This is an optimization exercise on Yosys and OpenROAD, whose aim is small area, a short achievable clock period and few clock cycles, not a production implementation. RTL that was checked went through simulation tests only; none was proved equivalent to the original.

==> module GCD, before the edit <==
module GCD(
    input         clk,
    input         rst,         
    input         start,       
    input  [15:0] a_in,
    input  [15:0] b_in,
    output        done,        
    output [15:0] Gcd,
    output [55:0] seg          
    );
    localparam STEPS = 3;      
    reg [16:0] F, G;
    reg [5:0]  D;
    reg [3:0]  K;
    reg        Busy;
    reg        Slow;           
    reg        Low;            
    reg [2:0]  Cnt;            
    reg        DoneReg;
    reg [18:0] Dg;             
    function [43:0] gstep(input [16:0] f, input [16:0] g, input [5:0] d,
                          input [3:0] k);
        reg        sub, swap;
        reg [17:0] sm;
        reg [16:0] fo, go;
        reg [5:0]  dx;
        reg [1:0]  dec;
        begin
            sub  = !(f[1] ^ g[1]);
            sm   = {g[16], g} + ({f[16], f} ^ {18{sub}}) + {17'd0, sub};
            swap = d[5];
            case ({f[0], g[0]})
            2'b00: begin    
                fo = {f[16], f[16:1]};
                go = {g[16], g[16:1]};
            end
            2'b01: begin    
                fo = g;
                go = {f[16], f[16:1]};
            end
            2'b10: begin    
                fo = f;
                go = g[1] ? {g[16], g[16:1]} : {{2{g[16]}}, g[16:2]};
            end
            default: begin
                fo = swap ? g : f;
                go = sm[2] ? {sm[17], sm[17:2]} : {{2{sm[17]}}, sm[17:3]};
            end
            endcase
            dx  = ((!f[0] && g[0]) || (f[0] && g[0] && swap)) ? ~d : d;
            dec = !f[0] ? 2'd0
                : !g[0] ? (g[1] ? 2'd1 : 2'd2)
                : swap  ? (sm[2] ? 2'd0 : 2'd1)
                :         (sm[2] ? 2'd1 : 2'd2);
            gstep = {fo, go, dx - {4'd0, dec}, k + {3'd0, !f[0] && !g[0]}};
        end
    endfunction
    reg [16:0] fn, gn, fp, gp;
    reg [5:0]  dn;
    reg [3:0]  kn, kp;
    integer s;
    always @* begin
        fn = F; gn = G; dn = D; kn = K;
        fp = F; gp = G; kp = K;
        for (s = 0; s < STEPS; s = s + 1) begin
            if (s == STEPS - 1) begin fp = fn; gp = gn; kp = kn; end
            {fn, gn, dn, kn} = gstep(fn, gn, dn, kn);
        end
    end
    wire        TermP = (gp == 17'd0) && (fp[0] || fp == 17'd0);
    wire [16:0] Absf  = {fp[16:1] ^ {16{fp[16]}}, fp[0]};
    wire        Big   = |Absf[15:8];
    wire        Fast  = !Big && (kp == 4'd0);
    function [3:0] add3(input [3:0] x);
        case (x)
            4'd5: add3 = 4'd8;
            4'd6: add3 = 4'd9;
            4'd7: add3 = 4'd10;
            4'd8: add3 = 4'd11;
            4'd9: add3 = 4'd12;
            default: add3 = x;
        endcase
    endfunction
    function [9:0] bcd8(input [7:0] v);
        reg [11:0] r;
        integer i;
        begin
            r = 12'd0;
            for (i = 7; i >= 0; i = i - 1) begin
                r[3:0] = add3(r[3:0]);
                r[7:4] = add3(r[7:4]);
                r = {r[10:0], v[i]};
            end
            bcd8 = r[9:0];
        end
    endfunction
    function [18:0] dabble(input [18:0] d, input bit_in);
        dabble = {d[17:16],
                  add3(d[15:12]), add3(d[11:8]), add3(d[7:4]), add3(d[3:0]),
                  bit_in};
    endfunction
    wire [9:0] B8 = bcd8(Big ? Absf[15:8] : Absf[7:0]);
    function [4:0] zflags(input [18:0] d);
        reg z4, z3, z2, z1, z0;
        begin
            z4 = (d[18:16] == 3'd0);
            z3 = z4 && (d[15:12] == 4'd0);
            z2 = z3 && (d[11:8] == 4'd0);
            z1 = z2 && (d[7:4] == 4'd0);
            z0 = z1 && (d[3:0] == 4'd0);
            zflags = {z4, z3, z2, z1, z0};
        end
    endfunction
    function [6:0] seg7(input blank, input [3:0] x);
        reg a, b, c, d, e, f, g;
        begin
            a = (!x[3] && !x[2] && !x[1] && x[0]) || (x[2] && !x[1] && !x[0]);
            b = x[2] && (x[1] ^ x[0]);
            c = !x[2] && x[1] && !x[0];
            d = a || (x[2] && x[1] && x[0]);
            e = x[0] || (x[2] && !x[1]);
            f = (!x[3] && !x[2] && (x[1] || x[0])) || (x[2] && x[1] && x[0]);
            g = (!x[3] && !x[2] && !x[1]) || (x[2] && x[1] && x[0]);
            seg7 = {g, f, e, d, c, b, a} | {7{blank}};
        end
    endfunction
    reg [4:0] Zr;              
    assign seg  = {7'h7F, 7'h7F, 7'h7F,
                   seg7(Zr[4], {1'b0, Dg[18:16]}),
                   seg7(Zr[3], Dg[15:12]), seg7(Zr[2], Dg[11:8]),
                   seg7(Zr[1], Dg[7:4]), seg7(Zr[0], Dg[3:0])};
    assign Gcd  = F[15:0];
    assign done = DoneReg;
    wire Conv = Busy && !Slow && TermP;
    wire [18:0] DgNext = dabble(Dg, Low ? F[Cnt] : 1'b0);
    always @(posedge clk) begin
        if (start) begin
            F <= {1'b0, a_in};
            G <= {1'b0, b_in};
            D <= 6'd0;
            K <= 4'd0;
        end else if (Slow) begin
            if (!Low) begin
                F <= {F[15:0], 1'b0};
                K <= K - 4'd1;
            end
        end else begin
            F <= Conv ? Absf : fn;
            G <= gn;
            D <= dn;
            K <= kn;
        end
        if (Slow) begin
            Dg <= DgNext;
            Zr <= zflags(DgNext);
        end else begin
            Dg <= {9'd0, B8};
            Zr <= {2'b11, Absf[7:0] < 8'd100, Absf[7:0] < 8'd10,
                   Absf[7:0] == 8'd0};
        end
        if (Slow) Cnt <= Cnt - 3'd1;
        else      Cnt <= 3'd7;
        if (rst) begin
            Busy    <= 1'b0;
            Slow    <= 1'b0;
            DoneReg <= 1'b0;
        end else begin
            DoneReg <= 1'b0;
            if (start) begin
                Busy <= 1'b1;
            end else if (Slow) begin
                if (Low) begin
                    if (Cnt == 3'd0) begin
                        Low <= 1'b0;
                        if (K == 4'd0) begin
                            Slow    <= 1'b0;
                            Busy    <= 1'b0;
                            DoneReg <= 1'b1;
                        end
                    end
                end else if (K == 4'd1) begin
                    Slow    <= 1'b0;
                    Busy    <= 1'b0;
                    DoneReg <= 1'b1;
                end
            end else if (Conv) begin
                if (Fast) begin
                    Busy    <= 1'b0;
                    DoneReg <= 1'b1;
                end else begin
                    Slow <= 1'b1;
                    Low  <= Big;
                end
            end
        end
    end
endmodule
export LEC_CHECK = 0
export ABC_AREA = 1
export CAP_MARGIN = 20
export CORE_MARGIN = 2
export CORE_UTILIZATION = 40
export SLEW_MARGIN = 20
create_clock -name core_clock -period 38.0 [get_ports {clk}]
run.sh (not shown) runs the stock make flow with config.mk's settings and CLKGATE_MAP_FILE= SYNTH_SCRIPT=/design/flow/synth_recipe.tcl, a recipe that flattens the netlist after the stock synthesis.
==> next run, changes <==
--- a/flow/design.v
+++ b/flow/design.v
@@ -9,7 +9,7 @@
     output [15:0] Gcd,
     output [55:0] seg          
     );
-    localparam STEPS = 3;      
+    localparam STEPS = 2;      
     reg [16:0] F, G;
     reg [5:0]  D;
     reg [3:0]  K;
Outcome: The changed run finished with timing, DRC and antenna clean. Worst hold slack barely changes. Routed wire length goes down by a quarter to a third. Global-route usage decreases by 2.2 points. Synthesized area fell by about a fifth. Final cell count decreases by about a fifth. Setup slack improved by 680 ps. Sequential share of layout area increases by 2.8 points. Utilization goes up by 0.58 points. Critical path depth falls by 1. Final area is lower by about a fifth.
No run of this note included a check of the RTL's function; only the layout flow was run.

* * *

## T
The RTL this note starts from:
==> flow/design.v <==
`timescale 1ns / 1ps
module GCD(
    input         clk,
    input         rst,         
    input         start,       
    input  [15:0] a_in,
    input  [15:0] b_in,
    output        done,        
    output [15:0] Gcd,
    output [55:0] seg          
    );
    localparam STEPS = 3;      
    reg [16:0] F, G;
    reg [4:0]  D;
    reg [3:0]  K;
    reg        Busy;
    reg        Slow;           
    reg        Low;            
    reg [2:0]  Cnt;            
    reg        DoneReg;
    reg [18:0] Dg;             
    function [42:0] gstep(input [16:0] f, input [16:0] g, input [4:0] d,
                          input [3:0] k);
        reg        sub, swap, odd2;
        reg [15:0] sq;
        reg [17:0] x;
        reg [16:0] fo, go;
        reg [4:0]  dx;
        reg [1:0]  sh, dec;
        begin
            sub  = !(f[1] ^ g[1]);
            sq   = {g[16], g[16:2]} + ({f[16], f[16:2]} ^ {16{sub}}) + 16'd1;
            swap = d[4];
            odd2 = f[0] && g[0];
            x    = odd2 ? {sq[15], sq, 1'b0}
                 : (f[0] || !g[0]) ? {g[16], g} : {f[16], f};
            sh   = (!f[0] || x[1]) ? 2'd1 : x[2] ? 2'd2 : 2'd3;
            go   = (sh == 2'd1) ? x[17:1]
                 : (sh == 2'd2) ? {x[17], x[17:2]} : {{2{x[17]}}, x[17:3]};
            fo   = !f[0] ? (g[0] ? g : {f[16], f[16:1]})
                         : (odd2 && swap) ? g : f;
            dx   = ((!f[0] && g[0]) || (odd2 && swap)) ? ~d : d;
            dec  = !f[0] ? 2'd0 : (odd2 && swap) ? sh - 2'd1 : sh;
            gstep = {fo, go, dx - {3'd0, dec}, k + {3'd0, !f[0] && !g[0]}};
        end
    endfunction
    reg [16:0] fn, gn, fp, gp;
    reg [4:0]  dn;
    reg [3:0]  kn, kp;
    integer s;
    always @* begin
        fn = F; gn = G; dn = D; kn = K;
        fp = F; gp = G; kp = K;
        for (s = 0; s < STEPS; s = s + 1) begin
            if (s == STEPS - 1) begin fp = fn; gp = gn; kp = kn; end
            {fn, gn, dn, kn} = gstep(fn, gn, dn, kn);
        end
    end
    wire        TermP = (gp == 17'd0) && (fp[0] || fp == 17'd0);
    wire [16:0] Absf  = {fp[16:1] ^ {16{fp[16]}}, fp[0]};
    wire        Big   = |Absf[15:8];
    wire        Fast  = !Big && (kp == 4'd0);
    function [3:0] add3(input [3:0] x);
        case (x)
            4'd5: add3 = 4'd8;
            4'd6: add3 = 4'd9;
            4'd7: add3 = 4'd10;
            4'd8: add3 = 4'd11;
            4'd9: add3 = 4'd12;
            default: add3 = x;
        endcase
    endfunction
    function [9:0] bcd8(input [7:0] v);
        reg [11:0] r;
        integer i;
        begin
            r = 12'd0;
            for (i = 7; i >= 0; i = i - 1) begin
                r[3:0] = add3(r[3:0]);
                r[7:4] = add3(r[7:4]);
                r = {r[10:0], v[i]};
            end
            bcd8 = r[9:0];
        end
    endfunction
    function [18:0] dabble(input [18:0] d, input bit_in);
        dabble = {d[17:16],
                  add3(d[15:12]), add3(d[11:8]), add3(d[7:4]), add3(d[3:0]),
                  bit_in};
    endfunction
    wire [9:0] B8 = bcd8(Big ? Absf[15:8] : Absf[7:0]);
    function [4:0] zflags(input [18:0] d);
        reg z4, z3, z2, z1, z0;
        begin
            z4 = (d[18:16] == 3'd0);
            z3 = z4 && (d[15:12] == 4'd0);
            z2 = z3 && (d[11:8] == 4'd0);
            z1 = z2 && (d[7:4] == 4'd0);
            z0 = z1 && (d[3:0] == 4'd0);
            zflags = {z4, z3, z2, z1, z0};
        end
    endfunction
    function [6:0] seg7(input blank, input [3:0] x);
        reg a, b, c, d, e, f, g;
        begin
            a = (!x[3] && !x[2] && !x[1] && x[0]) || (x[2] && !x[1] && !x[0]);
            b = x[2] && (x[1] ^ x[0]);
            c = !x[2] && x[1] && !x[0];
            d = a || (x[2] && x[1] && x[0]);
            e = x[0] || (x[2] && !x[1]);
            f = (!x[3] && !x[2] && (x[1] || x[0])) || (x[2] && x[1] && x[0]);
            g = (!x[3] && !x[2] && !x[1]) || (x[2] && x[1] && x[0]);
            seg7 = {g, f, e, d, c, b, a} | {7{blank}};
        end
    endfunction
    reg [4:0] Zr;              
    assign seg  = {7'h7F, 7'h7F, 7'h7F,
                   seg7(Zr[4], {1'b0, Dg[18:16]}),
                   seg7(Zr[3], Dg[15:12]), seg7(Zr[2], Dg[11:8]),
                   seg7(Zr[1], Dg[7:4]), seg7(Zr[0], Dg[3:0])};
    assign Gcd  = F[15:0];
    assign done = DoneReg;
    wire Conv = Busy && !Slow && TermP;
    wire [18:0] DgNext = dabble(Dg, Low ? F[Cnt] : 1'b0);
    always @(posedge clk) begin
        if (!Busy) begin
            F <= {1'b0, a_in};
            G <= {1'b0, b_in};
            D <= 5'd0;
            K <= 4'd0;
        end else if (Slow) begin
            if (!Low) begin
                F <= {F[15:0], 1'b0};
                K <= K - 4'd1;
            end
        end else begin
            F <= Conv ? Absf : fn;
            G <= gn;
            D <= dn;
            K <= kn;
        end
        if (Slow) begin
            Dg <= DgNext;
            Zr <= zflags(DgNext);
        end else begin
            Dg <= {9'd0, B8};
            Zr <= {2'b11, Absf[7:0] < 8'd100, Absf[7:0] < 8'd10,
                   Absf[7:0] == 8'd0};
        end
        if (Slow) Cnt <= Cnt - 3'd1;
        else      Cnt <= 3'd7;
        if (rst) begin
            Busy    <= 1'b0;
            Slow    <= 1'b0;
            DoneReg <= 1'b0;
        end else begin
            DoneReg <= 1'b0;
            if (start) begin
                Busy <= 1'b1;
            end else if (Slow) begin
                if (Low) begin
                    if (Cnt == 3'd0) begin
                        Low <= 1'b0;
                        if (K == 4'd0) begin
                            Slow    <= 1'b0;
                            Busy    <= 1'b0;
                            DoneReg <= 1'b1;
                        end
                    end
                end else if (K == 4'd1) begin
                    Slow    <= 1'b0;
                    Busy    <= 1'b0;
                    DoneReg <= 1'b1;
                end
            end else if (Conv) begin
                if (Fast) begin
                    Busy    <= 1'b0;
                    DoneReg <= 1'b1;
                end else begin
                    Slow <= 1'b1;
                    Low  <= Big;
                end
            end
        end
    end
endmodule
clock: 38.0 ns
lec_check: 0
abc_area: 1
cap_margin: 20
core_margin: 2
core_utilization: 65
cts_buf_list: sky130_fd_sc_hd__clkbuf_8
place_density: 0.8
slew_margin: 20
Testbench counts of T, summed over its fixed seeds: cycles 20,374.
Edits applied to the flow inputs when going from T to S:
--- a/flow/design.v
+++ b/flow/design.v
@@ -17,9 +17,9 @@
     reg        Slow;           
     reg        Low;            
     reg [2:0]  Cnt;            
     reg        DoneReg;
-    reg [18:0] Dg;             
+    reg [34:0] Sg;             
     function [42:0] gstep(input [16:0] f, input [16:0] g, input [4:0] d,
                           input [3:0] k);
         reg        sub, swap, odd2;
         reg [15:0] sq;
@@ -87,9 +87,10 @@
         dabble = {d[17:16],
                   add3(d[15:12]), add3(d[11:8]), add3(d[7:4]), add3(d[3:0]),
                   bit_in};
     endfunction
-    wire [9:0] B8 = bcd8(Big ? Absf[15:8] : Absf[7:0]);
+    wire [7:0] V8 = Big ? Absf[15:8] : Absf[7:0];
+    wire [9:0] B8 = bcd8(V8);
     function [4:0] zflags(input [18:0] d);
         reg z4, z3, z2, z1, z0;
         begin
             z4 = (d[18:16] == 3'd0);
@@ -112,13 +113,26 @@
             g = (!x[3] && !x[2] && !x[1]) || (x[2] && x[1] && x[0]);
             seg7 = {g, f, e, d, c, b, a} | {7{blank}};
         end
     endfunction
-    reg [4:0] Zr;              
-    assign seg  = {7'h7F, 7'h7F, 7'h7F,
-                   seg7(Zr[4], {1'b0, Dg[18:16]}),
-                   seg7(Zr[3], Dg[15:12]), seg7(Zr[2], Dg[11:8]),
-                   seg7(Zr[1], Dg[7:4]), seg7(Zr[0], Dg[3:0])};
+    function [3:0] unseg7(input [6:0] s);
+        reg a, b, c, d, e, f, g;
+        begin
+            {g, f, e, d, c, b, a} = s;
+            unseg7 = {!a && !b && !c && !d && !f && !g,
+                      (b && !c) || (a && !f) || (g && f && !a),
+                      (f && !(g && a)) || (b && !e),
+                      e && !c && !(a && !f)};
+        end
+    endfunction
+    function [34:0] segs(input [18:0] d, input [4:0] z);
+        segs = {seg7(z[4], {1'b0, d[18:16]}), seg7(z[3], d[15:12]),
+                seg7(z[2], d[11:8]), seg7(z[1], d[7:4]), seg7(z[0], d[3:0])};
+    endfunction
+    wire [3:0]  Dg4 = unseg7(Sg[34:28]);
+    wire [18:0] Dg  = {Dg4[2:0], unseg7(Sg[27:21]), unseg7(Sg[20:14]),
+                       unseg7(Sg[13:7]), unseg7(Sg[6:0])};
+    assign seg  = {7'h7F, 7'h7F, 7'h7F, Sg};
     assign Gcd  = F[15:0];
     assign done = DoneReg;
     wire Conv = Busy && !Slow && TermP;
     wire [18:0] DgNext = dabble(Dg, Low ? F[Cnt] : 1'b0);
@@ -138,16 +152,11 @@
             G <= gn;
             D <= dn;
             K <= kn;
         end
-        if (Slow) begin
-            Dg <= DgNext;
-            Zr <= zflags(DgNext);
-        end else begin
-            Dg <= {9'd0, B8};
-            Zr <= {2'b11, Absf[7:0] < 8'd100, Absf[7:0] < 8'd10,
-                   Absf[7:0] == 8'd0};
-        end
+        if (Slow) Sg <= segs(DgNext, zflags(DgNext));
+        else      Sg <= segs({9'd0, B8}, {2'b11, V8 < 8'd100, V8 < 8'd10,
+                                          V8 == 8'd0});
         if (Slow) Cnt <= Cnt - 3'd1;
         else      Cnt <= 3'd7;
         if (rst) begin
             Busy    <= 1'b0;
Worst stage delay on the critical path ended up 0.14 ns higher on S than on T. From T to S the numbers moved as follows: worst hold slack shrank by 0.034 ns, first-iteration DRC count grew by 371, final worst-path cycle share shrank by 0.27 points, routed wire length grew by 5.8%, share of the final layout cell area in sequential cells grew by 1.2 points. On time the final worst path needs with I/O delays and setup, T loses to S. Delta (S minus T): combined area of the multi-input logic cells now larger; data required time of the worst path now larger. The worst-margin pin slew in S sits 0.063 ns above the value recorded for T. Number of detailed-route iterations in the first pass: S vs T down 1.
Function not checked in S: the RTL went through the layout flow alone.

## port drivers added, routing unchanged
How much do the figures lean on ideal ports? The routed layouts below were timed once more, with nothing changed but the port constraints. Step 1, drivers: a clkbuf_16 drives clk and a buf_2 each remaining input, both assumed. Step 2 moves the port delays by t, midway between the first and last clock arrival at a register: inputs arrive t later, outputs are due t later. That takes back most of the time a late clock gives input paths. Slacks: ideal ports / drivers / drivers and shift; pairs: ideal ports / drivers.
| run | t (ns) | setup slack, ns | worst slew at a driven data input, ns |
|---|---|---|---|
| the first run of note 1 | 0.388 | 27.607 / 27.623 / 27.235 | 0.07 |
| the second run of note 1 | 0.407 | 28.291 / 28.244 / 28.354 | 0.04 |
| T | 0.390 | 28.326 / 28.291 / 28.680 | 0.04 |
| S | 0.398 | 28.429 / 28.429 / 28.429 | 0.05 |
After both steps setup and hold are still met in every run listed. For the first run of note 1, which loses most, drivers alone change the setup slack by +0.016 ns; drivers and shift together by -0.372 ns.
